This is an optimization exercise on Yosys and OpenROAD, whose aim is small area, a short achievable clock period and few clock cycles per item, not a production implementation. The RTL was checked by simulation tests, not by an equivalence proof against the original design. Power figures rest on the tool's default switching activity, not on a simulated workload.

<file path="flow/run.sh">
#!/bin/bash
# Standard layout, repair of the worst paths aiming at a 3 ns period, plain buffers on the ports.
set -o pipefail
bash standard.sh SETUP_SLACK_MARGIN=6 TNS_END_PERCENT=5 "BUFFER_PORTS_ARGS=-buffer_cell sky130_fd_sc_hd__buf_2" finish > standard.log 2>&1
</file>
<file path="standard.sh">
#!/bin/bash
# synth_recipe.tcl (not shown) runs the flow's synth.tcl, then flattens the netlist and writes it again
# the make line also repeats each setting of config.mk as NAME=value (left out here)
make -C /OpenROAD-flow-scripts/flow DESIGN_CONFIG=/design/flow/config.mk WORK_HOME=/design/flow/orfs CLKGATE_MAP_FILE= SYNTH_SCRIPT=/design/flow/synth_recipe.tcl "${@:-finish}"
</file>
<file path="config.mk">
export PLATFORM = sky130hd
export DESIGN_NAME = add_up
export DESIGN_NICKNAME = add_up
export VERILOG_FILES = /design/flow/design.v
export SDC_FILE = /design/flow/constraint.sdc
export NUM_CORES = 8
export LEC_CHECK = 0
export ABC_CLOCK_PERIOD_IN_PS = 3500
export CAP_MARGIN = 20
export CORE_MARGIN = 2
export CORE_UTILIZATION = 40
export SETUP_SLACK_MARGIN = 5
export SLEW_MARGIN = 20
</file>
<file path="constraint.sdc">
create_clock -name core_clock -period 9.0 [get_ports {clk}]
set_input_delay 1.8000 -clock core_clock [delete_from_list [all_inputs] [get_ports {clk}]]
set_output_delay 1.8000 -clock core_clock [all_outputs]
set_load 0.01 [all_outputs]
</file>
<file path="design.v">
module tab0_0(input [3:0] a, output [13:0] c);
  localparam [15:0] Tc0 = 16'h0116;
  assign c[0] = Tc0[a];
  localparam [15:0] Tc1 = 16'h0116;
  assign c[1] = Tc1[a];
  localparam [15:0] Tc2 = 16'h6880;
  assign c[2] = Tc2[a];
  localparam [15:0] Tc3 = 16'h7ee8;
  assign c[3] = Tc3[a];
  localparam [15:0] Tc4 = 16'he996;
  assign c[4] = Tc4[a];
  localparam [15:0] Tc5 = 16'h7ee8;
  assign c[5] = Tc5[a];
  localparam [15:0] Tc6 = 16'he996;
  assign c[6] = Tc6[a];
  localparam [15:0] Tc7 = 16'h177e;
  assign c[7] = Tc7[a];
  localparam [15:0] Tc8 = 16'h9668;
  assign c[8] = Tc8[a];
  localparam [15:0] Tc9 = 16'h8116;
  assign c[9] = Tc9[a];
  localparam [15:0] Tc10 = 16'h1668;
  assign c[10] = Tc10[a];
  localparam [15:0] Tc11 = 16'he880;
  assign c[11] = Tc11[a];
  localparam [15:0] Tc12 = 16'h0000;
  assign c[12] = Tc12[a];
  localparam [15:0] Tc13 = 16'h0000;
  assign c[13] = Tc13[a];
endmodule
module tab0_1(input [3:0] a, output [13:0] c);
  localparam [15:0] Tc0 = 16'h381c;
  assign c[0] = Tc0[a];
  localparam [15:0] Tc1 = 16'h65ba;
  assign c[1] = Tc1[a];
  localparam [15:0] Tc2 = 16'h20ba;
  assign c[2] = Tc2[a];
  localparam [15:0] Tc3 = 16'h1c86;
  assign c[3] = Tc3[a];
  localparam [15:0] Tc4 = 16'h5924;
  assign c[4] = Tc4[a];
  localparam [15:0] Tc5 = 16'h5d04;
  assign c[5] = Tc5[a];
  localparam [15:0] Tc6 = 16'h08ae;
  assign c[6] = Tc6[a];
  localparam [15:0] Tc7 = 16'h6138;
  assign c[7] = Tc7[a];
  localparam [15:0] Tc8 = 16'h7130;
  assign c[8] = Tc8[a];
  localparam [15:0] Tc9 = 16'h4d0c;
  assign c[9] = Tc9[a];
  localparam [15:0] Tc10 = 16'h18a6;
  assign c[10] = Tc10[a];
  localparam [15:0] Tc11 = 16'h08ae;
  assign c[11] = Tc11[a];
  localparam [15:0] Tc12 = 16'h08ae;
  assign c[12] = Tc12[a];
  localparam [15:0] Tc13 = 16'h08ae;
  assign c[13] = Tc13[a];
endmodule
module tab0_2(input [3:0] a, output [13:0] c);
  localparam [15:0] Tc0 = 16'h6996;
  assign c[0] = Tc0[a];
  localparam [15:0] Tc1 = 16'h2902;
  assign c[1] = Tc1[a];
  localparam [15:0] Tc2 = 16'h4094;
  assign c[2] = Tc2[a];
  localparam [15:0] Tc3 = 16'h42d4;
  assign c[3] = Tc3[a];
  localparam [15:0] Tc4 = 16'h2942;
  assign c[4] = Tc4[a];
  localparam [15:0] Tc5 = 16'h4294;
  assign c[5] = Tc5[a];
  localparam [15:0] Tc6 = 16'h2942;
  assign c[6] = Tc6[a];
  localparam [15:0] Tc7 = 16'h2b02;
  assign c[7] = Tc7[a];
  localparam [15:0] Tc8 = 16'h4294;
  assign c[8] = Tc8[a];
  localparam [15:0] Tc9 = 16'h2942;
  assign c[9] = Tc9[a];
  localparam [15:0] Tc10 = 16'h4294;
  assign c[10] = Tc10[a];
  localparam [15:0] Tc11 = 16'h40d4;
  assign c[11] = Tc11[a];
  localparam [15:0] Tc12 = 16'h40d4;
  assign c[12] = Tc12[a];
  localparam [15:0] Tc13 = 16'h40d4;
  assign c[13] = Tc13[a];
endmodule
module tab0_3(input [3:0] a, output [13:0] c);
  localparam [15:0] Tc0 = 16'h45a2;
  assign c[0] = Tc0[a];
  localparam [15:0] Tc1 = 16'h793c;
  assign c[1] = Tc1[a];
  localparam [15:0] Tc2 = 16'h7130;
  assign c[2] = Tc2[a];
  localparam [15:0] Tc3 = 16'h249a;
  assign c[3] = Tc3[a];
  localparam [15:0] Tc4 = 16'h1c86;
  assign c[4] = Tc4[a];
  localparam [15:0] Tc5 = 16'h0c8e;
  assign c[5] = Tc5[a];
  localparam [15:0] Tc6 = 16'h30b2;
  assign c[6] = Tc6[a];
  localparam [15:0] Tc7 = 16'h5924;
  assign c[7] = Tc7[a];
  localparam [15:0] Tc8 = 16'h5d04;
  assign c[8] = Tc8[a];
  localparam [15:0] Tc9 = 16'h08ae;
  assign c[9] = Tc9[a];
  localparam [15:0] Tc10 = 16'h3492;
  assign c[10] = Tc10[a];
  localparam [15:0] Tc11 = 16'h30b2;
  assign c[11] = Tc11[a];
  localparam [15:0] Tc12 = 16'h30b2;
  assign c[12] = Tc12[a];
  localparam [15:0] Tc13 = 16'h30b2;
  assign c[13] = Tc13[a];
endmodule
module tab2_0(input [3:0] a, output [13:0] c);
  localparam [15:0] Tc0 = 16'h3432;
  assign c[0] = Tc0[a];
  localparam [15:0] Tc1 = 16'h3032;
  assign c[1] = Tc1[a];
  localparam [15:0] Tc2 = 16'h3fc2;
  assign c[2] = Tc2[a];
  localparam [15:0] Tc3 = 16'h5964;
  assign c[3] = Tc3[a];
  localparam [15:0] Tc4 = 16'h52b4;
  assign c[4] = Tc4[a];
  localparam [15:0] Tc5 = 16'h5f04;
  assign c[5] = Tc5[a];
  localparam [15:0] Tc6 = 16'hc992;
  assign c[6] = Tc6[a];
  localparam [15:0] Tc7 = 16'h0b42;
  assign c[7] = Tc7[a];
  localparam [15:0] Tc8 = 16'h5158;
  assign c[8] = Tc8[a];
  localparam [15:0] Tc9 = 16'h9d9c;
  assign c[9] = Tc9[a];
  localparam [15:0] Tc10 = 16'h1ee0;
  assign c[10] = Tc10[a];
  localparam [15:0] Tc11 = 16'he000;
  assign c[11] = Tc11[a];
  localparam [15:0] Tc12 = 16'h0000;
  assign c[12] = Tc12[a];
  localparam [15:0] Tc13 = 16'h0000;
  assign c[13] = Tc13[a];
endmodule
module tab2_1(input [3:0] a, output [13:0] c);
  localparam [15:0] Tc0 = 16'h0ff0;
  assign c[0] = Tc0[a];
  localparam [15:0] Tc1 = 16'h0f00;
  assign c[1] = Tc1[a];
  localparam [15:0] Tc2 = 16'h3ccc;
  assign c[2] = Tc2[a];
  localparam [15:0] Tc3 = 16'h9a5a;
  assign c[3] = Tc3[a];
  localparam [15:0] Tc4 = 16'h239c;
  assign c[4] = Tc4[a];
  localparam [15:0] Tc5 = 16'hcc10;
  assign c[5] = Tc5[a];
  localparam [15:0] Tc6 = 16'ha54a;
  assign c[6] = Tc6[a];
  localparam [15:0] Tc7 = 16'h500a;
  assign c[7] = Tc7[a];
  localparam [15:0] Tc8 = 16'h0ffa;
  assign c[8] = Tc8[a];
  localparam [15:0] Tc9 = 16'h5550;
  assign c[9] = Tc9[a];
  localparam [15:0] Tc10 = 16'hcc36;
  assign c[10] = Tc10[a];
  localparam [15:0] Tc11 = 16'hccfe;
  assign c[11] = Tc11[a];
  localparam [15:0] Tc12 = 16'hccfe;
  assign c[12] = Tc12[a];
  localparam [15:0] Tc13 = 16'hccfe;
  assign c[13] = Tc13[a];
endmodule
module tab2_2(input [3:0] a, output [13:0] c);
  localparam [15:0] Tc0 = 16'h6666;
  assign c[0] = Tc0[a];
  localparam [15:0] Tc1 = 16'heeee;
  assign c[1] = Tc1[a];
  localparam [15:0] Tc2 = 16'hb4b4;
  assign c[2] = Tc2[a];
  localparam [15:0] Tc3 = 16'h37c8;
  assign c[3] = Tc3[a];
  localparam [15:0] Tc4 = 16'h6d5a;
  assign c[4] = Tc4[a];
  localparam [15:0] Tc5 = 16'h85a0;
  assign c[5] = Tc5[a];
  localparam [15:0] Tc6 = 16'h9c66;
  assign c[6] = Tc6[a];
  localparam [15:0] Tc7 = 16'h2644;
  assign c[7] = Tc7[a];
  localparam [15:0] Tc8 = 16'h6222;
  assign c[8] = Tc8[a];
  localparam [15:0] Tc9 = 16'hdd22;
  assign c[9] = Tc9[a];
  localparam [15:0] Tc10 = 16'h5a78;
  assign c[10] = Tc10[a];
  localparam [15:0] Tc11 = 16'h5070;
  assign c[11] = Tc11[a];
  localparam [15:0] Tc12 = 16'h5070;
  assign c[12] = Tc12[a];
  localparam [15:0] Tc13 = 16'h5070;
  assign c[13] = Tc13[a];
endmodule
module tab2_3(input [3:0] a, output [13:0] c);
  localparam [15:0] Tc0 = 16'h33cc;
  assign c[0] = Tc0[a];
  localparam [15:0] Tc1 = 16'hffcc;
  assign c[1] = Tc1[a];
  localparam [15:0] Tc2 = 16'h99aa;
  assign c[2] = Tc2[a];
  localparam [15:0] Tc3 = 16'h1ef0;
  assign c[3] = Tc3[a];
  localparam [15:0] Tc4 = 16'h8666;
  assign c[4] = Tc4[a];
  localparam [15:0] Tc5 = 16'he888;
  assign c[5] = Tc5[a];
  localparam [15:0] Tc6 = 16'hc33c;
  assign c[6] = Tc6[a];
  localparam [15:0] Tc7 = 16'hf330;
  assign c[7] = Tc7[a];
  localparam [15:0] Tc8 = 16'hc0fc;
  assign c[8] = Tc8[a];
  localparam [15:0] Tc9 = 16'h300c;
  assign c[9] = Tc9[a];
  localparam [15:0] Tc10 = 16'h969a;
  assign c[10] = Tc10[a];
  localparam [15:0] Tc11 = 16'hb2ba;
  assign c[11] = Tc11[a];
  localparam [15:0] Tc12 = 16'hb2ba;
  assign c[12] = Tc12[a];
  localparam [15:0] Tc13 = 16'hb2ba;
  assign c[13] = Tc13[a];
endmodule
module tab1_0(input [7:0] a, output [13:0] h, output [13:0] l);
  localparam [15:0] Th0 = 16'h6996;
  assign h[0] = Th0[a[7:4]];
  localparam [15:0] Th1 = 16'h177e;
  assign h[1] = Th1[a[7:4]];
  localparam [15:0] Th2 = 16'hf00e;
  assign h[2] = Th2[a[7:4]];
  localparam [15:0] Th3 = 16'h9968;
  assign h[3] = Th3[a[7:4]];
  localparam [15:0] Th4 = 16'h4bda;
  assign h[4] = Th4[a[7:4]];
  localparam [15:0] Th5 = 16'ha1a0;
  assign h[5] = Th5[a[7:4]];
  localparam [15:0] Th6 = 16'hf1f0;
  assign h[6] = Th6[a[7:4]];
  localparam [15:0] Th7 = 16'h3d3c;
  assign h[7] = Th7[a[7:4]];
  localparam [15:0] Th8 = 16'h5756;
  assign h[8] = Th8[a[7:4]];
  localparam [15:0] Th9 = 16'hfffe;
  assign h[9] = Th9[a[7:4]];
  localparam [15:0] Th10 = 16'h9668;
  assign h[10] = Th10[a[7:4]];
  localparam [15:0] Th11 = 16'he880;
  assign h[11] = Th11[a[7:4]];
  localparam [15:0] Th12 = 16'h0000;
  assign h[12] = Th12[a[7:4]];
  localparam [15:0] Th13 = 16'h0000;
  assign h[13] = Th13[a[7:4]];
  localparam [15:0] Tl0 = 16'h33cc;
  assign l[0] = Tl0[a[3:0]];
  localparam [15:0] Tl1 = 16'h3cf0;
  assign l[1] = Tl1[a[3:0]];
  localparam [15:0] Tl2 = 16'h6aaa;
  assign l[2] = Tl2[a[3:0]];
  localparam [15:0] Tl3 = 16'hb3cc;
  assign l[3] = Tl3[a[3:0]];
  localparam [15:0] Tl4 = 16'hcc00;
  assign l[4] = Tl4[a[3:0]];
  localparam [15:0] Tl5 = 16'h9696;
  assign l[5] = Tl5[a[3:0]];
  localparam [15:0] Tl6 = 16'hb2b2;
  assign l[6] = Tl6[a[3:0]];
  localparam [15:0] Tl7 = 16'he718;
  assign l[7] = Tl7[a[3:0]];
  localparam [15:0] Tl8 = 16'hc4dc;
  assign l[8] = Tl8[a[3:0]];
  localparam [15:0] Tl9 = 16'h07e0;
  assign l[9] = Tl9[a[3:0]];
  localparam [15:0] Tl10 = 16'hf800;
  assign l[10] = Tl10[a[3:0]];
  localparam [15:0] Tl11 = 16'h0000;
  assign l[11] = Tl11[a[3:0]];
  localparam [15:0] Tl12 = 16'h0000;
  assign l[12] = Tl12[a[3:0]];
  localparam [15:0] Tl13 = 16'h0000;
  assign l[13] = Tl13[a[3:0]];
endmodule
module tab1_1(input [7:0] a, output [13:0] h, output [13:0] l);
  localparam [15:0] Th0 = 16'h9966;
  assign h[0] = Th0[a[7:4]];
  localparam [15:0] Th1 = 16'h1188;
  assign h[1] = Th1[a[7:4]];
  localparam [15:0] Th2 = 16'h4b5a;
  assign h[2] = Th2[a[7:4]];
  localparam [15:0] Th3 = 16'h38c6;
  assign h[3] = Th3[a[7:4]];
  localparam [15:0] Th4 = 16'h6ea8;
  assign h[4] = Th4[a[7:4]];
  localparam [15:0] Th5 = 16'h1696;
  assign h[5] = Th5[a[7:4]];
  localparam [15:0] Th6 = 16'h54d4;
  assign h[6] = Th6[a[7:4]];
  localparam [15:0] Th7 = 16'h5b24;
  assign h[7] = Th7[a[7:4]];
  localparam [15:0] Th8 = 16'h93c8;
  assign h[8] = Th8[a[7:4]];
  localparam [15:0] Th9 = 16'h1300;
  assign h[9] = Th9[a[7:4]];
  localparam [15:0] Th10 = 16'h8a66;
  assign h[10] = Th10[a[7:4]];
  localparam [15:0] Th11 = 16'h8aee;
  assign h[11] = Th11[a[7:4]];
  localparam [15:0] Th12 = 16'h8aee;
  assign h[12] = Th12[a[7:4]];
  localparam [15:0] Th13 = 16'h8aee;
  assign h[13] = Th13[a[7:4]];
  localparam [15:0] Tl0 = 16'hc33c;
  assign l[0] = Tl0[a[3:0]];
  localparam [15:0] Tl1 = 16'h65a6;
  assign l[1] = Tl1[a[3:0]];
  localparam [15:0] Tl2 = 16'h89c8;
  assign l[2] = Tl2[a[3:0]];
  localparam [15:0] Tl3 = 16'hc23c;
  assign l[3] = Tl3[a[3:0]];
  localparam [15:0] Tl4 = 16'hcf0c;
  assign l[4] = Tl4[a[3:0]];
  localparam [15:0] Tl5 = 16'h9aa6;
  assign l[5] = Tl5[a[3:0]];
  localparam [15:0] Tl6 = 16'h75ae;
  assign l[6] = Tl6[a[3:0]];
  localparam [15:0] Tl7 = 16'h0f5e;
  assign l[7] = Tl7[a[3:0]];
  localparam [15:0] Tl8 = 16'hf00e;
  assign l[8] = Tl8[a[3:0]];
  localparam [15:0] Tl9 = 16'ha554;
  assign l[9] = Tl9[a[3:0]];
  localparam [15:0] Tl10 = 16'hc968;
  assign l[10] = Tl10[a[3:0]];
  localparam [15:0] Tl11 = 16'h0180;
  assign l[11] = Tl11[a[3:0]];
  localparam [15:0] Tl12 = 16'h0100;
  assign l[12] = Tl12[a[3:0]];
  localparam [15:0] Tl13 = 16'h0100;
  assign l[13] = Tl13[a[3:0]];
endmodule
module tab1_2(input [7:0] a, output [13:0] h, output [13:0] l);
  localparam [15:0] Th0 = 16'h6996;
  assign h[0] = Th0[a[7:4]];
  localparam [15:0] Th1 = 16'h188e;
  assign h[1] = Th1[a[7:4]];
  localparam [15:0] Th2 = 16'ha224;
  assign h[2] = Th2[a[7:4]];
  localparam [15:0] Th3 = 16'h6992;
  assign h[3] = Th3[a[7:4]];
  localparam [15:0] Th4 = 16'he87e;
  assign h[4] = Th4[a[7:4]];
  localparam [15:0] Th5 = 16'h2432;
  assign h[5] = Th5[a[7:4]];
  localparam [15:0] Th6 = 16'hecfe;
  assign h[6] = Th6[a[7:4]];
  localparam [15:0] Th7 = 16'he30e;
  assign h[7] = Th7[a[7:4]];
  localparam [15:0] Th8 = 16'hdcc2;
  assign h[8] = Th8[a[7:4]];
  localparam [15:0] Th9 = 16'h33ce;
  assign h[9] = Th9[a[7:4]];
  localparam [15:0] Th10 = 16'h5a94;
  assign h[10] = Th10[a[7:4]];
  localparam [15:0] Th11 = 16'h50d4;
  assign h[11] = Th11[a[7:4]];
  localparam [15:0] Th12 = 16'h50d4;
  assign h[12] = Th12[a[7:4]];
  localparam [15:0] Th13 = 16'h50d4;
  assign h[13] = Th13[a[7:4]];
  localparam [15:0] Tl0 = 16'h5a5a;
  assign l[0] = Tl0[a[3:0]];
  localparam [15:0] Tl1 = 16'hc6c6;
  assign l[1] = Tl1[a[3:0]];
  localparam [15:0] Tl2 = 16'h0df2;
  assign l[2] = Tl2[a[3:0]];
  localparam [15:0] Tl3 = 16'h5558;
  assign l[3] = Tl3[a[3:0]];
  localparam [15:0] Tl4 = 16'h0f0a;
  assign l[4] = Tl4[a[3:0]];
  localparam [15:0] Tl5 = 16'h669c;
  assign l[5] = Tl5[a[3:0]];
  localparam [15:0] Tl6 = 16'hb42c;
  assign l[6] = Tl6[a[3:0]];
  localparam [15:0] Tl7 = 16'hfb0c;
  assign l[7] = Tl7[a[3:0]];
  localparam [15:0] Tl8 = 16'h55a6;
  assign l[8] = Tl8[a[3:0]];
  localparam [15:0] Tl9 = 16'h3362;
  assign l[9] = Tl9[a[3:0]];
  localparam [15:0] Tl10 = 16'h6978;
  assign l[10] = Tl10[a[3:0]];
  localparam [15:0] Tl11 = 16'h7170;
  assign l[11] = Tl11[a[3:0]];
  localparam [15:0] Tl12 = 16'h7170;
  assign l[12] = Tl12[a[3:0]];
  localparam [15:0] Tl13 = 16'h7170;
  assign l[13] = Tl13[a[3:0]];
endmodule
module tab1_3(input [7:0] a, output [13:0] h, output [13:0] l);
  localparam [15:0] Th0 = 16'h6996;
  assign h[0] = Th0[a[7:4]];
  localparam [15:0] Th1 = 16'hb224;
  assign h[1] = Th1[a[7:4]];
  localparam [15:0] Th2 = 16'hccc8;
  assign h[2] = Th2[a[7:4]];
  localparam [15:0] Th3 = 16'h6996;
  assign h[3] = Th3[a[7:4]];
  localparam [15:0] Th4 = 16'h188e;
  assign h[4] = Th4[a[7:4]];
  localparam [15:0] Th5 = 16'h077e;
  assign h[5] = Th5[a[7:4]];
  localparam [15:0] Th6 = 16'h00fe;
  assign h[6] = Th6[a[7:4]];
  localparam [15:0] Th7 = 16'haa54;
  assign h[7] = Th7[a[7:4]];
  localparam [15:0] Th8 = 16'h0fa4;
  assign h[8] = Th8[a[7:4]];
  localparam [15:0] Th9 = 16'hf004;
  assign h[9] = Th9[a[7:4]];
  localparam [15:0] Th10 = 16'h9692;
  assign h[10] = Th10[a[7:4]];
  localparam [15:0] Th11 = 16'hb2b2;
  assign h[11] = Th11[a[7:4]];
  localparam [15:0] Th12 = 16'hb2b2;
  assign h[12] = Th12[a[7:4]];
  localparam [15:0] Th13 = 16'hb2b2;
  assign h[13] = Th13[a[7:4]];
  localparam [15:0] Tl0 = 16'h6666;
  assign l[0] = Tl0[a[3:0]];
  localparam [15:0] Tl1 = 16'h11ee;
  assign l[1] = Tl1[a[3:0]];
  localparam [15:0] Tl2 = 16'h5ab4;
  assign l[2] = Tl2[a[3:0]];
  localparam [15:0] Tl3 = 16'h6cc8;
  assign l[3] = Tl3[a[3:0]];
  localparam [15:0] Tl4 = 16'he666;
  assign l[4] = Tl4[a[3:0]];
  localparam [15:0] Tl5 = 16'h4bb4;
  assign l[5] = Tl5[a[3:0]];
  localparam [15:0] Tl6 = 16'h155e;
  assign l[6] = Tl6[a[3:0]];
  localparam [15:0] Tl7 = 16'hc3c2;
  assign l[7] = Tl7[a[3:0]];
  localparam [15:0] Tl8 = 16'hcfce;
  assign l[8] = Tl8[a[3:0]];
  localparam [15:0] Tl9 = 16'hfc02;
  assign l[9] = Tl9[a[3:0]];
  localparam [15:0] Tl10 = 16'h6664;
  assign l[10] = Tl10[a[3:0]];
  localparam [15:0] Tl11 = 16'h4444;
  assign l[11] = Tl11[a[3:0]];
  localparam [15:0] Tl12 = 16'h4444;
  assign l[12] = Tl12[a[3:0]];
  localparam [15:0] Tl13 = 16'h4444;
  assign l[13] = Tl13[a[3:0]];
endmodule
module kfix1(input [3:0] sel, output [12:0] v);
  assign v = ({13{sel[0]}} & 13'd2971) | ({13{sel[1]}} & 13'd7105) | ({13{sel[2]}} & 13'd7529) | ({13{sel[3]}} & 13'd7657);
endmodule
module tab3_0(input [7:0] a, output [13:0] h, output [13:0] l);
  localparam [15:0] Th0 = 16'h0ff0;
  assign h[0] = Th0[a[7:4]];
  localparam [15:0] Th1 = 16'ha5aa;
  assign h[1] = Th1[a[7:4]];
  localparam [15:0] Th2 = 16'h9c66;
  assign h[2] = Th2[a[7:4]];
  localparam [15:0] Th3 = 16'hb0d2;
  assign h[3] = Th3[a[7:4]];
  localparam [15:0] Th4 = 16'hbf02;
  assign h[4] = Th4[a[7:4]];
  localparam [15:0] Th5 = 16'h2664;
  assign h[5] = Th5[a[7:4]];
  localparam [15:0] Th6 = 16'hfb44;
  assign h[6] = Th6[a[7:4]];
  localparam [15:0] Th7 = 16'hc378;
  assign h[7] = Th7[a[7:4]];
  localparam [15:0] Th8 = 16'h0380;
  assign h[8] = Th8[a[7:4]];
  localparam [15:0] Th9 = 16'h595a;
  assign h[9] = Th9[a[7:4]];
  localparam [15:0] Th10 = 16'hf40a;
  assign h[10] = Th10[a[7:4]];
  localparam [15:0] Th11 = 16'h000a;
  assign h[11] = Th11[a[7:4]];
  localparam [15:0] Th12 = 16'h000a;
  assign h[12] = Th12[a[7:4]];
  localparam [15:0] Th13 = 16'h000a;
  assign h[13] = Th13[a[7:4]];
  localparam [15:0] Tl0 = 16'h6996;
  assign l[0] = Tl0[a[3:0]];
  localparam [15:0] Tl1 = 16'hd442;
  assign l[1] = Tl1[a[3:0]];
  localparam [15:0] Tl2 = 16'hf0f2;
  assign l[2] = Tl2[a[3:0]];
  localparam [15:0] Tl3 = 16'h9964;
  assign l[3] = Tl3[a[3:0]];
  localparam [15:0] Tl4 = 16'hbb22;
  assign l[4] = Tl4[a[3:0]];
  localparam [15:0] Tl5 = 16'hdd44;
  assign l[5] = Tl5[a[3:0]];
  localparam [15:0] Tl6 = 16'h77ee;
  assign l[6] = Tl6[a[3:0]];
  localparam [15:0] Tl7 = 16'h00ee;
  assign l[7] = Tl7[a[3:0]];
  localparam [15:0] Tl8 = 16'h6688;
  assign l[8] = Tl8[a[3:0]];
  localparam [15:0] Tl9 = 16'h22aa;
  assign l[9] = Tl9[a[3:0]];
  localparam [15:0] Tl10 = 16'he196;
  assign l[10] = Tl10[a[3:0]];
  localparam [15:0] Tl11 = 16'h1f7e;
  assign l[11] = Tl11[a[3:0]];
  localparam [15:0] Tl12 = 16'hfffe;
  assign l[12] = Tl12[a[3:0]];
  localparam [15:0] Tl13 = 16'hfffe;
  assign l[13] = Tl13[a[3:0]];
endmodule
module tab3_1(input [7:0] a, output [13:0] h, output [13:0] l);
  localparam [15:0] Th0 = 16'h33cc;
  assign h[0] = Th0[a[7:4]];
  localparam [15:0] Th1 = 16'hc3f0;
  assign h[1] = Th1[a[7:4]];
  localparam [15:0] Th2 = 16'h9596;
  assign h[2] = Th2[a[7:4]];
  localparam [15:0] Th3 = 16'h2ad4;
  assign h[3] = Th3[a[7:4]];
  localparam [15:0] Th4 = 16'h3318;
  assign h[4] = Th4[a[7:4]];
  localparam [15:0] Th5 = 16'h5a86;
  assign h[5] = Th5[a[7:4]];
  localparam [15:0] Th6 = 16'hc642;
  assign h[6] = Th6[a[7:4]];
  localparam [15:0] Th7 = 16'ha8a8;
  assign h[7] = Th7[a[7:4]];
  localparam [15:0] Th8 = 16'hff00;
  assign h[8] = Th8[a[7:4]];
  localparam [15:0] Th9 = 16'h0ff0;
  assign h[9] = Th9[a[7:4]];
  localparam [15:0] Th10 = 16'hcc3c;
  assign h[10] = Th10[a[7:4]];
  localparam [15:0] Th11 = 16'hccfc;
  assign h[11] = Th11[a[7:4]];
  localparam [15:0] Th12 = 16'hccfc;
  assign h[12] = Th12[a[7:4]];
  localparam [15:0] Th13 = 16'hccfc;
  assign h[13] = Th13[a[7:4]];
  localparam [15:0] Tl0 = 16'h6996;
  assign l[0] = Tl0[a[3:0]];
  localparam [15:0] Tl1 = 16'h2b42;
  assign l[1] = Tl1[a[3:0]];
  localparam [15:0] Tl2 = 16'hd402;
  assign l[2] = Tl2[a[3:0]];
  localparam [15:0] Tl3 = 16'h6994;
  assign l[3] = Tl3[a[3:0]];
  localparam [15:0] Tl4 = 16'he78e;
  assign l[4] = Tl4[a[3:0]];
  localparam [15:0] Tl5 = 16'h1f7e;
  assign l[5] = Tl5[a[3:0]];
  localparam [15:0] Tl6 = 16'h0f0e;
  assign l[6] = Tl6[a[3:0]];
  localparam [15:0] Tl7 = 16'h6968;
  assign l[7] = Tl7[a[3:0]];
  localparam [15:0] Tl8 = 16'hdbda;
  assign l[8] = Tl8[a[3:0]];
  localparam [15:0] Tl9 = 16'ha1a0;
  assign l[9] = Tl9[a[3:0]];
  localparam [15:0] Tl10 = 16'h9866;
  assign l[10] = Tl10[a[3:0]];
  localparam [15:0] Tl11 = 16'h88ee;
  assign l[11] = Tl11[a[3:0]];
  localparam [15:0] Tl12 = 16'h88ee;
  assign l[12] = Tl12[a[3:0]];
  localparam [15:0] Tl13 = 16'h88ee;
  assign l[13] = Tl13[a[3:0]];
endmodule
module tab3_2(input [7:0] a, output [13:0] h, output [13:0] l);
  localparam [15:0] Th0 = 16'h9696;
  assign h[0] = Th0[a[7:4]];
  localparam [15:0] Th1 = 16'h17e8;
  assign h[1] = Th1[a[7:4]];
  localparam [15:0] Th2 = 16'h18f0;
  assign h[2] = Th2[a[7:4]];
  localparam [15:0] Th3 = 16'h8666;
  assign h[3] = Th3[a[7:4]];
  localparam [15:0] Th4 = 16'he888;
  assign h[4] = Th4[a[7:4]];
  localparam [15:0] Th5 = 16'h55aa;
  assign h[5] = Th5[a[7:4]];
  localparam [15:0] Th6 = 16'h5500;
  assign h[6] = Th6[a[7:4]];
  localparam [15:0] Th7 = 16'h99cc;
  assign h[7] = Th7[a[7:4]];
  localparam [15:0] Th8 = 16'hbbaa;
  assign h[8] = Th8[a[7:4]];
  localparam [15:0] Th9 = 16'h22cc;
  assign h[9] = Th9[a[7:4]];
  localparam [15:0] Th10 = 16'h3cf0;
  assign h[10] = Th10[a[7:4]];
  localparam [15:0] Th11 = 16'h30f0;
  assign h[11] = Th11[a[7:4]];
  localparam [15:0] Th12 = 16'h30f0;
  assign h[12] = Th12[a[7:4]];
  localparam [15:0] Th13 = 16'h30f0;
  assign h[13] = Th13[a[7:4]];
  localparam [15:0] Tl0 = 16'ha55a;
  assign l[0] = Tl0[a[3:0]];
  localparam [15:0] Tl1 = 16'h0a50;
  assign l[1] = Tl1[a[3:0]];
  localparam [15:0] Tl2 = 16'h339c;
  assign l[2] = Tl2[a[3:0]];
  localparam [15:0] Tl3 = 16'h694a;
  assign l[3] = Tl3[a[3:0]];
  localparam [15:0] Tl4 = 16'h24fa;
  assign l[4] = Tl4[a[3:0]];
  localparam [15:0] Tl5 = 16'he3c6;
  assign l[5] = Tl5[a[3:0]];
  localparam [15:0] Tl6 = 16'h10ce;
  assign l[6] = Tl6[a[3:0]];
  localparam [15:0] Tl7 = 16'h66a8;
  assign l[7] = Tl7[a[3:0]];
  localparam [15:0] Tl8 = 16'h78f0;
  assign l[8] = Tl8[a[3:0]];
  localparam [15:0] Tl9 = 16'h70f0;
  assign l[9] = Tl9[a[3:0]];
  localparam [15:0] Tl10 = 16'hd5aa;
  assign l[10] = Tl10[a[3:0]];
  localparam [15:0] Tl11 = 16'hffaa;
  assign l[11] = Tl11[a[3:0]];
  localparam [15:0] Tl12 = 16'hffaa;
  assign l[12] = Tl12[a[3:0]];
  localparam [15:0] Tl13 = 16'hffaa;
  assign l[13] = Tl13[a[3:0]];
endmodule
module tab3_3(input [7:0] a, output [13:0] h, output [13:0] l);
  localparam [15:0] Th0 = 16'h5a5a;
  assign h[0] = Th0[a[7:4]];
  localparam [15:0] Th1 = 16'h3636;
  assign h[1] = Th1[a[7:4]];
  localparam [15:0] Th2 = 16'hcd32;
  assign h[2] = Th2[a[7:4]];
  localparam [15:0] Th3 = 16'h5a68;
  assign h[3] = Th3[a[7:4]];
  localparam [15:0] Th4 = 16'hfada;
  assign h[4] = Th4[a[7:4]];
  localparam [15:0] Th5 = 16'h39c6;
  assign h[5] = Th5[a[7:4]];
  localparam [15:0] Th6 = 16'h073e;
  assign h[6] = Th6[a[7:4]];
  localparam [15:0] Th7 = 16'haa54;
  assign h[7] = Th7[a[7:4]];
  localparam [15:0] Th8 = 16'h5a0e;
  assign h[8] = Th8[a[7:4]];
  localparam [15:0] Th9 = 16'h9c98;
  assign h[9] = Th9[a[7:4]];
  localparam [15:0] Th10 = 16'hbaba;
  assign h[10] = Th10[a[7:4]];
  localparam [15:0] Th11 = 16'hbaba;
  assign h[11] = Th11[a[7:4]];
  localparam [15:0] Th12 = 16'hbaba;
  assign h[12] = Th12[a[7:4]];
  localparam [15:0] Th13 = 16'hbaba;
  assign h[13] = Th13[a[7:4]];
  localparam [15:0] Tl0 = 16'h6996;
  assign l[0] = Tl0[a[3:0]];
  localparam [15:0] Tl1 = 16'h4d24;
  assign l[1] = Tl1[a[3:0]];
  localparam [15:0] Tl2 = 16'h2b62;
  assign l[2] = Tl2[a[3:0]];
  localparam [15:0] Tl3 = 16'h8e78;
  assign l[3] = Tl3[a[3:0]];
  localparam [15:0] Tl4 = 16'h33bc;
  assign l[4] = Tl4[a[3:0]];
  localparam [15:0] Tl5 = 16'hcc30;
  assign l[5] = Tl5[a[3:0]];
  localparam [15:0] Tl6 = 16'hccfc;
  assign l[6] = Tl6[a[3:0]];
  localparam [15:0] Tl7 = 16'h3c0c;
  assign l[7] = Tl7[a[3:0]];
  localparam [15:0] Tl8 = 16'hf30c;
  assign l[8] = Tl8[a[3:0]];
  localparam [15:0] Tl9 = 16'hff0c;
  assign l[9] = Tl9[a[3:0]];
  localparam [15:0] Tl10 = 16'h969a;
  assign l[10] = Tl10[a[3:0]];
  localparam [15:0] Tl11 = 16'hb2ba;
  assign l[11] = Tl11[a[3:0]];
  localparam [15:0] Tl12 = 16'hb2ba;
  assign l[12] = Tl12[a[3:0]];
  localparam [15:0] Tl13 = 16'hb2ba;
  assign l[13] = Tl13[a[3:0]];
endmodule
module kfix3(input [3:0] sel, output [12:0] v);
  assign v = ({13{sel[0]}} & 13'd1763) | ({13{sel[1]}} & 13'd805) | ({13{sel[2]}} & 13'd581) | ({13{sel[3]}} & 13'd515);
endmodule
`timescale 1ns / 1ps
module add_up(
    input [14:0] in,
    output [17:0] out1,output [17:0] out2,
    output [17:0] out4,output [17:0] out3,
    input clk,
    input rst,
    input in_valid,
    output in_ready,
    output out_valid
    );
assign in_ready = 1'b1;
reg  [3:0]  cnt;         
reg         dir;         
reg         pact;        
reg  [3:0]  pj;          
wire        take  = in_valid & ~rst;
wire        shift = take | (pact & (cnt == 4'd0));    
wire        pv    = shift & pact;                     
always @(posedge clk) begin
    if (rst) begin
        cnt <= 4'd0; pj <= 4'd0; dir <= 1'b0; pact <= 1'b0;
    end else begin
        if (pv) begin
            pj <= pj + 4'd1;
            if (pj == 4'd15) pact <= 1'b0;
        end
        if (take) begin
            cnt <= cnt + 4'd1;
            if (cnt == 4'd15) begin
                dir <= ~dir; pact <= 1'b1; pj <= 4'd0;
            end
        end
    end
end
wire [15:0] p;           
dct_array ua(.clk(clk), .shift(shift), .dir(dir), .smp(in), .p(p));
wire [3:0] x0b, x2b;     
wire [7:0] db;           
dct_serial us(.clk(clk), .pv(pv), .first(pj == 4'd0), .p(p), .x0b(x0b), .x2b(x2b), .db(db));
wire [3:0] a0 = {x0b[0], x0b[1], x0b[2], x0b[3]};      
wire [3:0] a2 = {x2b[0], x2b[1], x2b[2], x2b[3]};
wire [7:0] a1 = {db[0], db[1], db[2], db[3], db[4], db[5], db[6], db[7]};
reg  [7:0] XO [0:3];     
reg  [7:0] XE [0:3];     
reg  [4:0] V;            
reg  [3:0] J [0:4];      
integer i;
always @(posedge clk) begin
    XO[0] <= (pj == 4'd15) ? ~a1 : a1; XE[0] <= {a0, a2}; J[0] <= pj;
    for (i = 1; i < 4; i = i + 1) begin XO[i] <= XO[i - 1]; XE[i] <= XE[i - 1]; end
    for (i = 1; i < 5; i = i + 1) J[i] <= J[i - 1];
    if (rst) V <= 5'd0;
    else     V <= {V[3:0], pv};
end
wire [12:0] res [0:15];  
reg  [3:0]  fin;         
genvar k;
generate
    for (k = 0; k < 4; k = k + 1) begin : grp
        wire [13:0] c0w, c2w, h1, l1, h3, l3;
        reg  [13:0] c0, c1, c2, c3;
        reg         first, ns, last;
        wire [14:0] mask;
        if (k == 0) begin : t0
            tab0_0 u0(XE[0][7:4], c0w); tab1_0 u1(XO[0], h1, l1);
            tab2_0 u2(XE[0][3:0], c2w); tab3_0 u3(XO[0], h3, l3);
        end else if (k == 1) begin : t1
            tab0_1 u0(XE[1][7:4], c0w); tab1_1 u1(XO[1], h1, l1);
            tab2_1 u2(XE[1][3:0], c2w); tab3_1 u3(XO[1], h3, l3);
        end else if (k == 2) begin : t2
            tab0_2 u0(XE[2][7:4], c0w); tab1_2 u1(XO[2], h1, l1);
            tab2_2 u2(XE[2][3:0], c2w); tab3_2 u3(XO[2], h3, l3);
        end else begin : t3
            tab0_3 u0(XE[3][7:4], c0w); tab1_3 u1(XO[3], h1, l1);
            tab2_3 u2(XE[3][3:0], c2w); tab3_3 u3(XO[3], h3, l3);
        end
        genvar b;
        for (b = 0; b < 13; b = b + 1) begin : mk
            assign mask[b] = (J[k + 1] >= 15 - b);
        end
        assign mask[13] = 1'b1;
        assign mask[14] = (J[k + 1] != 4'd0);
        always @(posedge clk) begin
            c0    <= c0w;
            c1    <= h1 + l1;
            c2    <= c2w;
            c3    <= h3 + l3;
            first <= (J[k] == 4'd0);
            ns    <= (J[k] == 4'd1) | (J[k] == 4'd2);
            last  <= (J[k] == 4'd15);
            if (rst) fin[k] <= 1'b0;
            else     fin[k] <= V[k + 1] & last;
        end
        dct_acc r0(.clk(clk), .v(V[k + 1]), .first(first), .ns(ns), .neg(last), .mask(mask), .c(c0),  .res(res[4 * k + 0]));
        dct_acc r1(.clk(clk), .v(V[k + 1]), .first(first), .ns(ns), .neg(1'b0), .mask(mask), .c(c1),  .res(res[4 * k + 1]));
        dct_acc r2(.clk(clk), .v(V[k + 1]), .first(first), .ns(ns), .neg(last), .mask(mask), .c(c2),  .res(res[4 * k + 2]));
        dct_acc r3(.clk(clk), .v(V[k + 1]), .first(first), .ns(ns), .neg(1'b0), .mask(mask), .c(c3),  .res(res[4 * k + 3]));
    end
endgenerate
wire [12:0] kf1, kf3;
kfix1 uk1(fin, kf1);
kfix3 uk3(fin, kf3);
wire [12:0] r0 = ({13{fin[0]}} & res[0])  | ({13{fin[1]}} & res[4])  | ({13{fin[2]}} & res[8])  | ({13{fin[3]}} & res[12]);
wire [12:0] r1 = ({13{fin[0]}} & res[1])  | ({13{fin[1]}} & res[5])  | ({13{fin[2]}} & res[9])  | ({13{fin[3]}} & res[13]);
wire [12:0] r2 = ({13{fin[0]}} & res[2])  | ({13{fin[1]}} & res[6])  | ({13{fin[2]}} & res[10]) | ({13{fin[3]}} & res[14]);
wire [12:0] r3 = ({13{fin[0]}} & res[3])  | ({13{fin[1]}} & res[7])  | ({13{fin[2]}} & res[11]) | ({13{fin[3]}} & res[15]);
reg [12:0] o1, o2, o3, o4;
reg        ov;
always @(posedge clk) begin
    if (rst) ov <= 1'b0;
    else     ov <= |fin;
    o1 <= r0;
    o2 <= r1 + kf1;
    o3 <= r2;
    o4 <= r3 + kf3;
end
assign out_valid = ov;
assign out1 = {o1, 5'd0};
assign out2 = {o2, 5'd0};
assign out3 = {o3, 5'd0};
assign out4 = {o4, 5'd0};
endmodule
module dct_array(
    input clk, input shift, input dir, input [14:0] smp,
    output [15:0] p
    );
reg  [15:0] M [0:15];
wire [15:0] inb;
genvar r, c;
generate
    for (c = 0; c < 16; c = c + 1) begin : ib
        if (c == 0) begin : z
            assign inb[c] = 1'b0;
        end else begin : b
            assign inb[c] = smp[15 - c];
        end
    end
    for (r = 0; r < 16; r = r + 1) begin : row
        for (c = 0; c < 16; c = c + 1) begin : col
            localparam P = (r + c) % 2;
            wire dn = (r == 0) ? inb[c] ^ P : ~M[(r == 0) ? 0 : r - 1][c];
            wire rt = (c == 0) ? inb[r] ^ P : ~M[r][(c == 0) ? 0 : c - 1];
            always @(posedge clk)
                if (shift) M[r][c] <= dir ? rt : dn;
        end
    end
    for (c = 0; c < 16; c = c + 1) begin : pl
        localparam P = c % 2;            
        assign p[c] = (dir ? M[15 - c][15] : M[15][15 - c]) ^ P;
    end
endgenerate
endmodule
module dct_serial(
    input clk, input pv, input first, input [15:0] p,
    output [3:0] x0b, output [3:0] x2b, output [7:0] db
    );
reg  [7:0] cs, cd;
reg  [3:0] c0, c2;
wire [7:0] sb;
wire [7:0] cs_in = first ? 8'h00 : cs;
wire [7:0] cd_in = first ? 8'hff : cd;
wire [3:0] c0_in = first ? 4'h0 : c0;
wire [3:0] c2_in = first ? 4'hf : c2;
wire [7:0] ncs, ncd;
wire [3:0] nc0, nc2;
genvar m;
generate
    for (m = 0; m < 8; m = m + 1) begin : sa
        wire a = p[m], b = p[15 - m];
        assign sb[m]  = a ^ b ^ cs_in[m];
        assign ncs[m] = (a & b) | (a & cs_in[m]) | (b & cs_in[m]);
        assign db[m]  = a ^ ~b ^ cd_in[m];
        assign ncd[m] = (a & ~b) | (a & cd_in[m]) | (~b & cd_in[m]);
    end
    for (m = 0; m < 4; m = m + 1) begin : sb2
        wire a = sb[m], b = sb[7 - m];
        assign x0b[m] = a ^ b ^ c0_in[m];
        assign nc0[m] = (a & b) | (a & c0_in[m]) | (b & c0_in[m]);
        assign x2b[m] = a ^ ~b ^ c2_in[m];
        assign nc2[m] = (a & ~b) | (a & c2_in[m]) | (~b & c2_in[m]);
    end
endgenerate
always @(posedge clk)
    if (pv) begin
        cs <= ncs; cd <= ncd; c0 <= nc0; c2 <= nc2;
    end
endmodule
module dct_base(input [14:0] R, input ns, output [14:0] base);
assign base = {ns & R[14], ns ? R[13] : R[14], ~ns & R[13], R[12:1]};
endmodule
module dct_acc(
    input clk, input v, input first, input ns, input neg, input [14:0] mask,
    input [13:0] c, output [12:0] res
    );
reg  [14:0] R;
wire [14:0] base, sum;
dct_base bs(R, ns, base);
wire [14:0] op = {1'b0, ~c[13], c[12:0] ^ {13{neg}}};
dct_add15 ad(.a(base), .b(op), .s(sum));
always @(posedge clk)
    if (v) R <= {sum[14] & mask[14], first ? ~c[13] : sum[13], sum[12:0] & mask[12:0]};
assign res = R[12:0];
endmodule
module dct_add15(input [14:0] a, input [14:0] b, output [14:0] s);
assign s = a + b;
endmodule
</file>
==> results of run 1 <==
-- cells in the mapped netlist, types with 116 or more instances --
cell type	number
a21o_1	116
a21oi_1	312
clkbuf_1	123
dfxtp_1	361
edfxtp_1	519
ha_1	477
inv_1	239
mux2i_1	315
nand2_1	308
nor2_1	410
o21ai_0	261
xnor2_1	158
xor2_1	201
-- cell type report --
class,count,share of cell area [%]
Sequential cell,880,39.27
Clock buffer,126,4.475
Tap cell,1662,3.558
Timing Repair Buffer,187,2.543
Multi-Input combinational cell,3655,47.63
Clock inverter,49,0.8692
Inverter,243,1.657
-- registers in the layout (all words and copies together) (netlist names), 32 cells and up --
name      count
grp.c3       53
XE           32
grp.r0.R     60
grp.r1.R     60
grp.c0       39
ua.M        255
grp.r3.R     60
grp.r2.R     60
grp.c1       53
XO           32
grp.c2       48
-- through the flow --
stage | area, um^2 | total power [W]
after global routing | 58440 | 0.01418
after floorplan | 51670 | 0.008361
after CTS | 57610 | 0.01333
after detailed placement | 53540 | 0.009307
after global placement | 53540 | 0.009253
final | 58440 | 0.01335
-- how the worst min path moves through the flow --
stage                        from  cells after the start  endpoint
after floorplan           J[1][1]                      0   J[2][1]
after global placement    J[0][3]                      0   J[1][3]
after detailed placement  J[0][3]                      0   J[1][3]
after CTS                 J[0][3]                      0   J[1][3]
after global routing      J[0][3]                      0   J[1][3]
final                     J[0][3]                      0   J[1][3]
-- metal layers --
| layer | wire length, um | up-vias |
|---|---|---|
| li1 | - | 18160 |
| met1 | 57870 | 17667 |
| met2 | 61400 | 820 |
| met3 | 5893 | 183 |
| met4 | 3948 | 0 |
| met5 | 0 | - |
-- where the power goes --
| part | switching [W] | leakage (nW) | total, W | internal [W] |
|---|---|---|---|---|
| logic | 0.00242 | 13.9 | 0.00440 | 0.00198 |
| clock network | 0.00171 | 1.52 | 0.00389 | 0.00219 |
| registers | 0.000386 | 7.50 | 0.00506 | 0.00467 |
| total | 0.00452 | 22.9 | 0.0134 | 0.00883 |
-- kinds of logic after synthesis --
group / synth area share, %
and+or+nand+nor: 10.79
AOI/OAI and AO/OA: 14.83
DFF: 44.26
adders and majority gates: 13.52
buffers and inverters: 3.277
muxes: 7.209
xor gates and xnor gates: 6.100
other: 0.01457
-- timing repair --
action | 4_1_cts | 5_1_grt
endpoints found under the setup margin | 526 | 535
setup buffers | 49 | 37
resized for setup | 154 | 136
pin swaps | 13 | 35
cloned | 2 | 2
==> impl_metrics.tcl, run 1 <==
set metrics [dict create \
    nFillCells 11820 \
    drive_above_1_share_pct 11.79 \
    critical_path.max_stage_delay_ps 410 \
    crit_end "out2[17]" \
    skew_ps 36.36 \
    critPathCaptureType "output pin" \
    p_leak_nw 22.88 \
    clkSlewWorstSetupHoldPaths_ps 60 \
    status "timing/DRC/antenna clean" \
    ys.warnings.count 11 \
    cp.buffers_inverters 1 \
    tns_ps 0 \
    dp_hpwl_um 93430 \
    cts_buffers 94 \
    worstReg2RegEnd "grp[0].c3[10]" \
    dp.cells 6537 \
    grt_overflow 0 \
    ys_types 78 \
    synth-edff-count 519 \
    grt_first_pass_wirelength_um 197200 \
    grt_max_degree 106 \
    dr.first_iter.drc_count 2834 \
    antenna_found_initial 3 \
    cp_cell_sequence "buf_2" \
    r2r_setup_slack_ps 6010 \
    grtUsageMet2_pct 31.68 \
    crit_type "flop to output pin" \
    r2r_cells 13 \
    setup_slack_ps 5920 \
    drc 0 \
    final_cells 6802 \
    core-area_um2 127700 \
    ios 92 \
    path_max_fanout 1 \
    syn2layout_area_growth_pct 13.38 \
    cp_top_family "flip-flops" \
    routed_wl_um 129100 \
    final_core_utilization_pct 45.77 \
    hold_violations 0 \
    root_buffer "clkbuf_16" \
    slowest_stage "dfxtp_1" \
    cp.depth 1 \
    start_util_pct 40.37 \
    via_per_inst 5.415 \
    cp_data_required_time_ps 7200 \
    n_antenna_cell 0 \
    startpoint_type "flop" \
    cts_max_path_buffers 3 \
    cp-startpoint "o2[12]" \
    clk_latency_ps 720 \
    gp_congestion 0.9062 \
    die_w_um 363.0 \
    pre_cts_ws_ps 4825 \
    worst_pin_slew_ps 1134 \
    syn_inst 4945 \
    numPortBuffers 70 \
    multiInputGateArea_um2 27840 \
    ir_drop_v 0.0001760 \
    htree_levels 3 \
    nNetsFinal 5606 \
    pwr_density_cell_nw_per_um2 228.4 \
    rsz0062_at_grt "yes" \
    dieArea_um2 131700 \
    synth_top_area_share_pct 30.24 \
    syn_area_um2 51540 \
    ant_nets 0 \
    fmax_ghz 0.3247 \
    synth_flop_cell "edfxtp_1" \
    maxCapViolCount 0 \
    layout_commonest_cell "edfxtp_1" \
    clock_sinks 880 \
    slew_headroom_pct 23.57 \
    grt_usage_pct 19.05 \
    ys_async_sr_fraction_pct 0 \
    yosys.area.top_type "edfxtp_1" \
    wl_per_cell_um 18.98 \
    period_minus_slack_ps 3080 \
    synth_seq_area_share_pct 44.26 \
    regArea_um2 22950 \
    min_period_over_period_pct 34.22 \
    crit_arrival_ps 1280 \
    drt-pass1-iter-count 6 \
    hold-worst-slack_ps 361.2 \
    final_cell_mix "edfxtp_1, ha_1, nor2_1" \
    synth_area_leaders "edfxtp_1, dfxtp_1, ha_1" \
    cts_hold_buf 0 \
    setup_viol 0 \
    num_rows 131 \
    die_h_um 363.0 \
    avgSynthCellArea_um2 10.42 \
    first_global_vias 34944 \
    cts_tree "done" \
    maxSlewViolCount 0 \
    yosys_register_bits 880 \
    busiest_layer "met2" \
    gr-usage-met3_pct 2.472 \
    vias 36830 \
    r2r_start "XO[0][1]" \
    hold_class "flop to flop" \
    use_met1_pct 25.72 \
]
Testbench counts, summed over its fixed seeds: cycles 5,304, blocks 320.
==> inputs of run 2 (changes only) <==
--- a/config.mk
+++ b/config.mk
@@ -9,5 +9,6 @@
 export CAP_MARGIN = 20
 export CORE_MARGIN = 2
 export CORE_UTILIZATION = 40
+export PLACE_DENSITY = 0.75
 export SETUP_SLACK_MARGIN = 5
 export SLEW_MARGIN = 20
==> impl_metrics.tcl, run 2 <==
set metrics [dict create \
    status "timing/DRC/antenna clean" \
    syn2layout_area_growth_pct 12.67 \
    skew_ps 59.01 \
    dr.first_iter.drc_count 3396 \
    crit_type "flop to output pin" \
    yosys_register_bits 880 \
    avgSynthCellArea_um2 10.42 \
    syn_inst 4945 \
    maxCapViolCount 0 \
    maxSlewViolCount 0 \
    post-synth-top-count-cell "edfxtp_1" \
    synth_flop_cell "edfxtp_1" \
    hold_class "flop to flop" \
    final_cell_mix "edfxtp_1, ha_1, nor2_1" \
    dieArea_um2 131700 \
    layout_commonest_cell "edfxtp_1" \
    ys_types 78 \
    clkSlewWorstSetupHoldPaths_ps 60 \
    min_period_over_period_pct 34.45 \
    synthTopCellsByCount "edfxtp_1, ha_1, nor2_1, dfxtp_1, mux2i_1" \
    setup_viol 0 \
    vias 37699 \
    num_rows 131 \
    largest_register "ua.M" \
    cts_buffers 89 \
    hold_violations 0 \
    syn_area_um2 51540 \
    grt_max_degree 91 \
    tns_ps 0 \
    grt_usage_pct 18.35 \
    wl_per_cell_um 18.59 \
    cts_tree "done" \
    regArea_um2 22950 \
    path_max_fanout 1 \
    hold-worst-slack_ps 354.4 \
    clock_sinks 880 \
    cp-startpoint "o2[10]" \
    fmax_ghz 0.3225 \
    cp.buffers_inverters 1 \
    critPathCaptureType "output pin" \
    nFillCells 11505 \
    first_global_vias 35781 \
    ir_drop_v 0.0001960 \
    p_leak_nw 22.78 \
    cp_data_required_time_ps 7200 \
    synth_area_leaders "edfxtp_1, dfxtp_1, ha_1" \
    via_per_inst 5.562 \
    slew_headroom_pct 19.75 \
    synth-edff-count 519 \
    start_util_pct 40.37 \
    slowest_stage "dfxtp_1" \
    dp_hpwl_um 90750 \
    root_buffer "clkbuf_16" \
    setup_slack_ps 5899 \
    antenna_found_initial 0 \
    drive_above_1_share_pct 10.95 \
    worst_pin_slew_ps 1191 \
    rsz0062_at_grt "yes" \
    synth_seq_area_share_pct 44.26 \
    ys.warnings.count 11 \
    min_from "J[0][3]" \
    die_h_um 363.0 \
    crit_arrival_ps 1300 \
    cp_top_family "flip-flops" \
    cts_hold_buf 0 \
    ys_async_sr_fraction_pct 0 \
    core-area_um2 127700 \
    grt_overflow 0 \
    clk_latency_ps 730 \
    r2r_start "fin[1]" \
    htree_levels 3 \
    ios 92 \
    n_antenna_cell 0 \
    period_minus_slack_ps 3101 \
    grt_first_pass_wirelength_um 192700 \
    yosys.area.top_type "edfxtp_1" \
    die_w_um 363.0 \
    routed_wl_um 126000 \
    pre_cts_ws_ps 4647 \
    nNetsFinal 5585 \
    synth_top_area_share_pct 30.24 \
    drc 0 \
    ant_nets 0 \
    gp_congestion 0.9440 \
    multiInputGateArea_um2 27670 \
    drt-pass1-iter-count 6 \
    numPortBuffers 70 \
    startpoint_type "flop" \
    largest_register_ffs 255 \
    pwr_density_cell_nw_per_um2 229.0 \
    cp_cell_sequence "buf_2" \
    critical_path.max_stage_delay_ps 430 \
    cts_max_path_buffers 3 \
]
-- run 2: cell counts after synthesis --
Identical to the previous run, type by type.
-- run 2: worst paths after layout --
kind | to | slack, ps | depth (start not counted)
worst min register to register | J[1][3] | 350 | 0
worst max register to register | o2[11] | 5900 | 10
worst min-delay path | J[1][3] | 350 | 0
worst max-delay path | out2[15] | 5900 | 1
-- run 2: metal layers --
layer	up-vias	global-route usage, %	part of all wire, %
met3	252	2.723	6.6
met1	18089	23.74	42
li1	18124	-	-
met4	0	7.241	4.2
met2	1234	30.81	48
met5	-	0	0
-- run 2: area by class of cell --
type / instances / area share (%)
Tap cell: 1662 / 3.581
Inverter: 243 / 1.655
Sequential cell: 880 / 39.51
Multi-Input combinational cell: 3655 / 47.65
Timing Repair Buffer: 171 / 2.279
Clock buffer: 110 / 4.216
Clock inverter: 57 / 1.110
-- run 2: through the flow --
step / power [W] / area [um^2] / util, % / std cells
final: 0.01330 / 58080 / 45.49 / 6778
after floorplan: 0.008361 / 51670 / - / 4964
after detailed placement: 0.009277 / 53500 / 41.90 / 6532
after CTS: 0.01324 / 57390 / 44.94 / 6739
after global routing: 0.01405 / 58080 / 45.49 / 6778
after global placement: 0.009145 / 53500 / 41.90 / 6532
-- run 2: kinds of logic (layout without fill, tap and decap cells) --
family | after synthesis | after routing | synth area share [%]
xor gates and xnor gates | 359 | 359 | 6.100
adders and majority gates | 527 | 527 | 13.52
other | 2 | 21 | 0.01457
buffers and inverters | 429 | 581 | 3.277
muxes | 361 | 361 | 7.209
and+or+nand+nor | 1198 | 1198 | 10.79
DFF | 880 | 880 | 44.26
AOI/OAI and AO/OA | 1189 | 1189 | 14.83
-- run 2: power breakdown --
group	total (W)	internal, W	switching, W
clock network	0.00385	0.00215	0.00170
logic	0.00441	0.00195	0.00245
registers	0.00504	0.00467	0.000372
-- run 2: what timing repair did --
action                     4_1_cts  5_1_grt
resized for setup              151       91
pin swaps                       11        8
setup endpoints to repair      318      243
buffers inserted                39       35
cloned                           1        4
==> inputs of run 3 (changes only) <==
--- a/config.mk
+++ b/config.mk
@@ -9,6 +9,6 @@
 export CAP_MARGIN = 20
 export CORE_MARGIN = 2
 export CORE_UTILIZATION = 40
-export PLACE_DENSITY = 0.75
+export GPL_TIMING_DRIVEN = 1
 export SETUP_SLACK_MARGIN = 5
 export SLEW_MARGIN = 20
==> impl_metrics.tcl, run 3 <==
set metrics [dict create \
    numPortBuffers 70 \
    clock_sinks 880 \
    tns_ps 0 \
    worst_pin_slew_ps 1134 \
    largest_register "ua.M" \
    drive_above_1_share_pct 11.79 \
    cp_top_family "flip-flops" \
    routed_wl_um 129100 \
    ys.warnings.count 11 \
    crit_arrival_ps 1280 \
    ant_nets 0 \
    synth_top_area_share_pct 30.24 \
    multiInputGateArea_um2 27840 \
    nNetsFinal 5606 \
    p_total_w 0.01335 \
    n_antenna_cell 0 \
    avgSynthCellArea_um2 10.42 \
    dr.first_iter.drc_count 2834 \
    die_w_um 363.0 \
    dieArea_um2 131700 \
    grt_max_degree 106 \
    first_global_vias 34944 \
    core-area_um2 127700 \
    syn2layout_area_growth_pct 13.38 \
    drc 0 \
    final_cells 6802 \
    syn_area_um2 51540 \
    status "timing/DRC/antenna clean" \
    layout_commonest_cell "edfxtp_1" \
    synth_flop_cell "edfxtp_1" \
    rsz0062_at_grt "yes" \
    synth_area_leaders "edfxtp_1, dfxtp_1, ha_1" \
    critPathCaptureType "output pin" \
    via_per_inst 5.415 \
    nFillCells 11820 \
    slew_headroom_pct 23.57 \
    worstReg2RegEnd "grp[0].c3[10]" \
    path_max_fanout 1 \
    pwr_density_cell_nw_per_um2 228.4 \
    crit_type "flop to output pin" \
    min_from "J[0][3]" \
    fmax_ghz 0.3247 \
    syn_inst 4945 \
    min_path_cells 0 \
    ys_types 78 \
    p_leak_nw 22.88 \
    antenna_found_initial 3 \
    min_period_over_period_pct 34.22 \
    dp.cells 6537 \
    cp_data_required_time_ps 7200 \
    synthTopCellsByCount "edfxtp_1, ha_1, nor2_1, dfxtp_1, mux2i_1" \
    vias 36830 \
    final_core_utilization_pct 45.77 \
    num_rows 131 \
    r2r_start "XO[0][1]" \
    wl_per_cell_um 18.98 \
    cts_buffers 94 \
    cts_tree "done" \
    ir_drop_v 0.0001760 \
    maxSlewViolCount 0 \
    synth-edff-count 519 \
    r2r_cells 13 \
    clk_latency_ps 720 \
    dpl_cell_area_um2 53540 \
    period_minus_slack_ps 3080 \
    cp.buffers_inverters 1 \
    grt_usage_pct 19.05 \
    r2r_setup_slack_ps 6010 \
    final_design_area_no_fill_um2 58440 \
    hold_end "J[1][3]" \
    hold_class "flop to flop" \
    start_util_pct 40.37 \
    ys_async_sr_fraction_pct 0 \
    dp_hpwl_um 93430 \
    root_buffer "clkbuf_16" \
    gp_congestion 0.9062 \
    htree_levels 3 \
    post-synth-top-count-cell "edfxtp_1" \
    synth_seq_area_share_pct 44.26 \
    ios 92 \
    clkSlewWorstSetupHoldPaths_ps 60 \
    skew_ps 36.36 \
    final_cell_mix "edfxtp_1, ha_1, nor2_1" \
    hold_violations 0 \
    yosys_register_bits 880 \
    cts_max_path_buffers 3 \
    grt_first_pass_wirelength_um 197200 \
    critical_path.max_stage_delay_ps 410 \
    setup_viol 0 \
    yosys.area.top_type "edfxtp_1" \
    maxCapViolCount 0 \
    grt_overflow 0 \
    startpoint_type "flop" \
    regArea_um2 22950 \
    largest_register_ffs 255 \
    cp_cell_sequence "buf_2" \
    die_h_um 363.0 \
    drt-pass1-iter-count 6 \
    slowest_stage "dfxtp_1" \
]
==> run 3: layer usage <==
metal  vias to the layer above  track usage, %  wire length (um)
met5                         -               0                 0
met3                       183           2.472              5893
met4                         0           5.988              3948
met2                       820           31.68             61400
met1                     17667           25.72             57870
li1                      18160               -                 -
==> run 3: how the worst max path moves through the flow <==
stage                                  to  slack [ps]         from  cells after the start
after floorplan                     pj[3]        1400       cnt[1]                      9
after global placement         ua.M[0][2]        4860          rst                      4
final                            out2[17]        5920       o2[12]                      1
after CTS                 grp[3].r2.R[12]        5730  grp[3].last                     12
after detailed placement       ua.M[0][3]        4820          rst                      4
after global routing        grp[3].c3[12]        5850     XO[3][0]                     12
==> run 3: layout make-up <==
class | instances | share of cell area [%]
repair buffers | 187 | 2.543
inverters | 243 | 1.657
flip-flops and latches | 880 | 39.27
well taps | 1662 | 3.558
clock inverters | 49 | 0.8692
clock buffers | 126 | 4.475
multi-input cells | 3655 | 47.63
==> run 3: cells by family after synthesis <==
kind of cell	Yosys count	synth area share [%]
other cells	2	0.01457
xor+xnor	359	6.100
mux	361	7.209
simple gates	1198	10.79
flops	880	44.26
compound gates	1189	14.83
fa+ha+maj	527	13.52
buf+inv	429	3.277
==> run 3: power by group <==
| part | internal [W] | leakage, nW | total [W] | switching, W |
|---|---|---|---|---|
| logic | 0.00198 | 13.9 | 0.00440 | 0.00242 |
| clock network | 0.00219 | 1.52 | 0.00389 | 0.00171 |
| registers | 0.00467 | 7.50 | 0.00506 | 0.000386 |
==> run 3: stage by stage <==
stage | hold slack (ps) | setup slack, ps
5_1_grt | 369.0 | 5854
6_report | 361.2 | 5920
3_5_place_dp | 378.0 | 4825
3_3_place_gp | 373.9 | 4860
4_1_cts | 373.0 | 5726
2_1_floorplan | 329.0 | 1397
==> run 3: repair_timing <==
item                                    CTS  global route
cloned                                    2             2
buffers inserted                         49            37
endpoints found under the setup margin  526           535
pin swaps                                13            35
hold buffers                              0             0
resized for setup                       154           136
==> inputs of run 4 (changes only) <==
--- a/config.mk
+++ b/config.mk
@@ -9,6 +9,6 @@
 export CAP_MARGIN = 20
 export CORE_MARGIN = 2
 export CORE_UTILIZATION = 40
-export GPL_TIMING_DRIVEN = 1
+export CTS_CLUSTER_SIZE = 40
 export SETUP_SLACK_MARGIN = 5
 export SLEW_MARGIN = 20
==> impl_metrics.tcl, run 4 <==
set metrics [dict create \
    cp_data_required_time_ps 7200 \
    grt_usage_pct 19.05 \
    crit_arrival_ps 1280 \
    synth_seq_area_share_pct 44.26 \
    layout_commonest_cell "edfxtp_1" \
    vias 36830 \
    maxCapViolCount 0 \
    yosys.area.top_type "edfxtp_1" \
    cp_top_family "flip-flops" \
    dp_hpwl_um 93430 \
    startpoint_type "flop" \
    core-area_um2 127700 \
    grt_overflow 0 \
    grt_max_degree 106 \
    syn_area_um2 51540 \
    die_h_um 363.0 \
    dpl_cell_area_um2 53540 \
    synth_area_leaders "edfxtp_1, dfxtp_1, ha_1" \
    hold_violations 0 \
    ir_drop_v 0.0001760 \
    dr.first_iter.drc_count 2834 \
    wl_per_cell_um 18.98 \
    cts_buffers 94 \
    numPortBuffers 70 \
    num_rows 131 \
    tns_ps 0 \
    antenna_found_initial 3 \
    hold_class "flop to flop" \
    final_design_area_no_fill_um2 58440 \
    slew_headroom_pct 23.57 \
    ys.warnings.count 11 \
    root_buffer "clkbuf_16" \
    drive_above_1_share_pct 11.79 \
    routed_wl_um 129100 \
    rsz0062_at_grt "yes" \
    pwr_density_cell_nw_per_um2 228.4 \
    min_period_over_period_pct 34.22 \
    synth_flop_cell "edfxtp_1" \
    ys_types 78 \
    cp_cell_sequence "buf_2" \
    grt_first_pass_wirelength_um 197200 \
    via_per_inst 5.415 \
    nNetsFinal 5606 \
    ant_nets 0 \
    avgSynthCellArea_um2 10.42 \
    syn2layout_area_growth_pct 13.38 \
    ys_async_sr_fraction_pct 0 \
    synthTopCellsByCount "edfxtp_1, ha_1, nor2_1, dfxtp_1, mux2i_1" \
    final_cell_mix "edfxtp_1, ha_1, nor2_1" \
    status "timing/DRC/antenna clean" \
    synth_top_area_share_pct 30.24 \
    slowest_stage "dfxtp_1" \
    critPathCaptureType "output pin" \
    final_cells 6802 \
    skew_ps 36.36 \
    dieArea_um2 131700 \
    start_util_pct 40.37 \
    fmax_ghz 0.3247 \
    htree_levels 3 \
    path_max_fanout 1 \
    cp.buffers_inverters 1 \
    hold-worst-slack_ps 361.2 \
    gp_congestion 0.9062 \
    n_antenna_cell 0 \
    setup_viol 0 \
    syn_inst 4945 \
    yosys_register_bits 880 \
    largest_register_ffs 255 \
    clkSlewWorstSetupHoldPaths_ps 60 \
    largest_register "ua.M" \
    clk_latency_ps 720 \
    nFillCells 11820 \
    final_core_utilization_pct 45.77 \
    worst_pin_slew_ps 1134 \
    ios 92 \
    dp.cells 6537 \
    first_global_vias 34944 \
    cts_max_path_buffers 3 \
    critical_path.max_stage_delay_ps 410 \
    drc 0 \
    post-synth-top-count-cell "edfxtp_1" \
    synth-edff-count 519 \
    cts_tree "done" \
    maxSlewViolCount 0 \
    period_minus_slack_ps 3080 \
    p_leak_nw 22.88 \
    die_w_um 363.0 \
    drt-pass1-iter-count 6 \
    crit_type "flop to output pin" \
    clock_sinks 880 \
]
run 4: kinds of logic after synthesis:
group	share of synthesized area, %
adders and majority gates	13.52
and+or+nand+nor	10.79
DFF	44.26
muxes	7.209
buffers and inverters	3.277
other	0.01457
AOI/OAI and AO/OA	14.83
xor gates and xnor gates	6.100
run 4: metal layers:
metal,GRT usage (%),share of wire (%)
met5,0,0
met4,5.988,3.1
met3,2.472,4.6
met2,31.68,48
met1,25.72,45
run 4: worst paths after layout:
kind / end / cells after the start / startpoint / slack, ps
min reg2reg: J[1][3] / 0 / J[0][3] / 360
max reg2reg: grp[0].c3[10] / 13 / XO[0][1] / 6010
max: out2[17] / 1 / o2[12] / 5920
min: J[1][3] / 0 / J[0][3] / 360
run 4: timing repair:
action / CTS / global route
pin swaps: 13 / 35
gates resized for setup: 154 / 136
hold buffers: 0 / 0
setup buffers: 49 / 37
setup endpoints to repair: 526 / 535
cloned: 2 / 2
run 4: cell type report:
type | instances | area [um^2] | area share (%)
Timing Repair Buffer | 187 | 1486 | 2.543
Clock inverter | 49 | 508.0 | 0.8692
Clock buffer | 126 | 2615 | 4.475
Sequential cell | 880 | 22950 | 39.27
Tap cell | 1662 | 2079 | 3.558
Inverter | 243 | 968.4 | 1.657
Multi-Input combinational cell | 3655 | 27840 | 47.63
run 4: worst register-to-register path, delay by kind of cell, from the launching register on:
family,cells,cell delay [ps]
compound gates,6,1240
fa+ha+maj,3,800
xor+xnor,3,410
flops,1,350
buf+inv,1,100
run 4: report_power, final:
group          switching [W]  total (W)  internal [W]
Sequential          0.000386    0.00506       0.00467
Clock                0.00171    0.00389       0.00219
Combinational        0.00242    0.00440       0.00198
run 4: through the flow:
| step | total power, W | setup WS, ps |
|---|---|---|
| 2_1_floorplan | 0.008361 | 1397 |
| 3_5_place_dp | 0.009307 | 4825 |
| 4_1_cts | 0.01333 | 5726 |
| 6_report | 0.01335 | 5920 |
| 3_3_place_gp | 0.009253 | 4860 |
| 5_1_grt | 0.01418 | 5854 |

[what the ideal ports hide]
The results above use ideal ports. As a check the final layouts listed here were re-extracted and re-timed, cells and wires unchanged.
Step 1 (the two cells are an assumption about what drives the block):
set clk [get_ports {clk}]
set_driving_cell -lib_cell sky130_fd_sc_hd__clkbuf_16 $clk
set_driving_cell -lib_cell sky130_fd_sc_hd__buf_2 [delete_from_list [all_inputs] $clk]
Step 2 times the ports against the registers' clock, not the clock port: input delays grow and output delays shrink by t, the midpoint of the rising clock arrivals with the driver on.
Slacks: no drivers / after step 1 / after step 2; pairs: no drivers / after step 1.
run | t, ns | slack for setup (ns) | clock arrival spread, ns
run 1 | 0.771 | 5.920 / 5.851 / 5.370 | 0.043 / 0.042
run 2 | 0.760 | 5.899 / 5.834 / 5.276 | 0.061 / 0.061
run 3 | 0.771 | 5.920 / 5.851 / 5.370 | 0.043 / 0.042
run 4 | 0.771 | 5.920 / 5.851 / 5.370 | 0.043 / 0.042
After both steps every run listed still meets setup and hold. The setup slack of run 2, which loses most, moves by -0.065 ns with the drivers and by -0.623 ns with both steps.
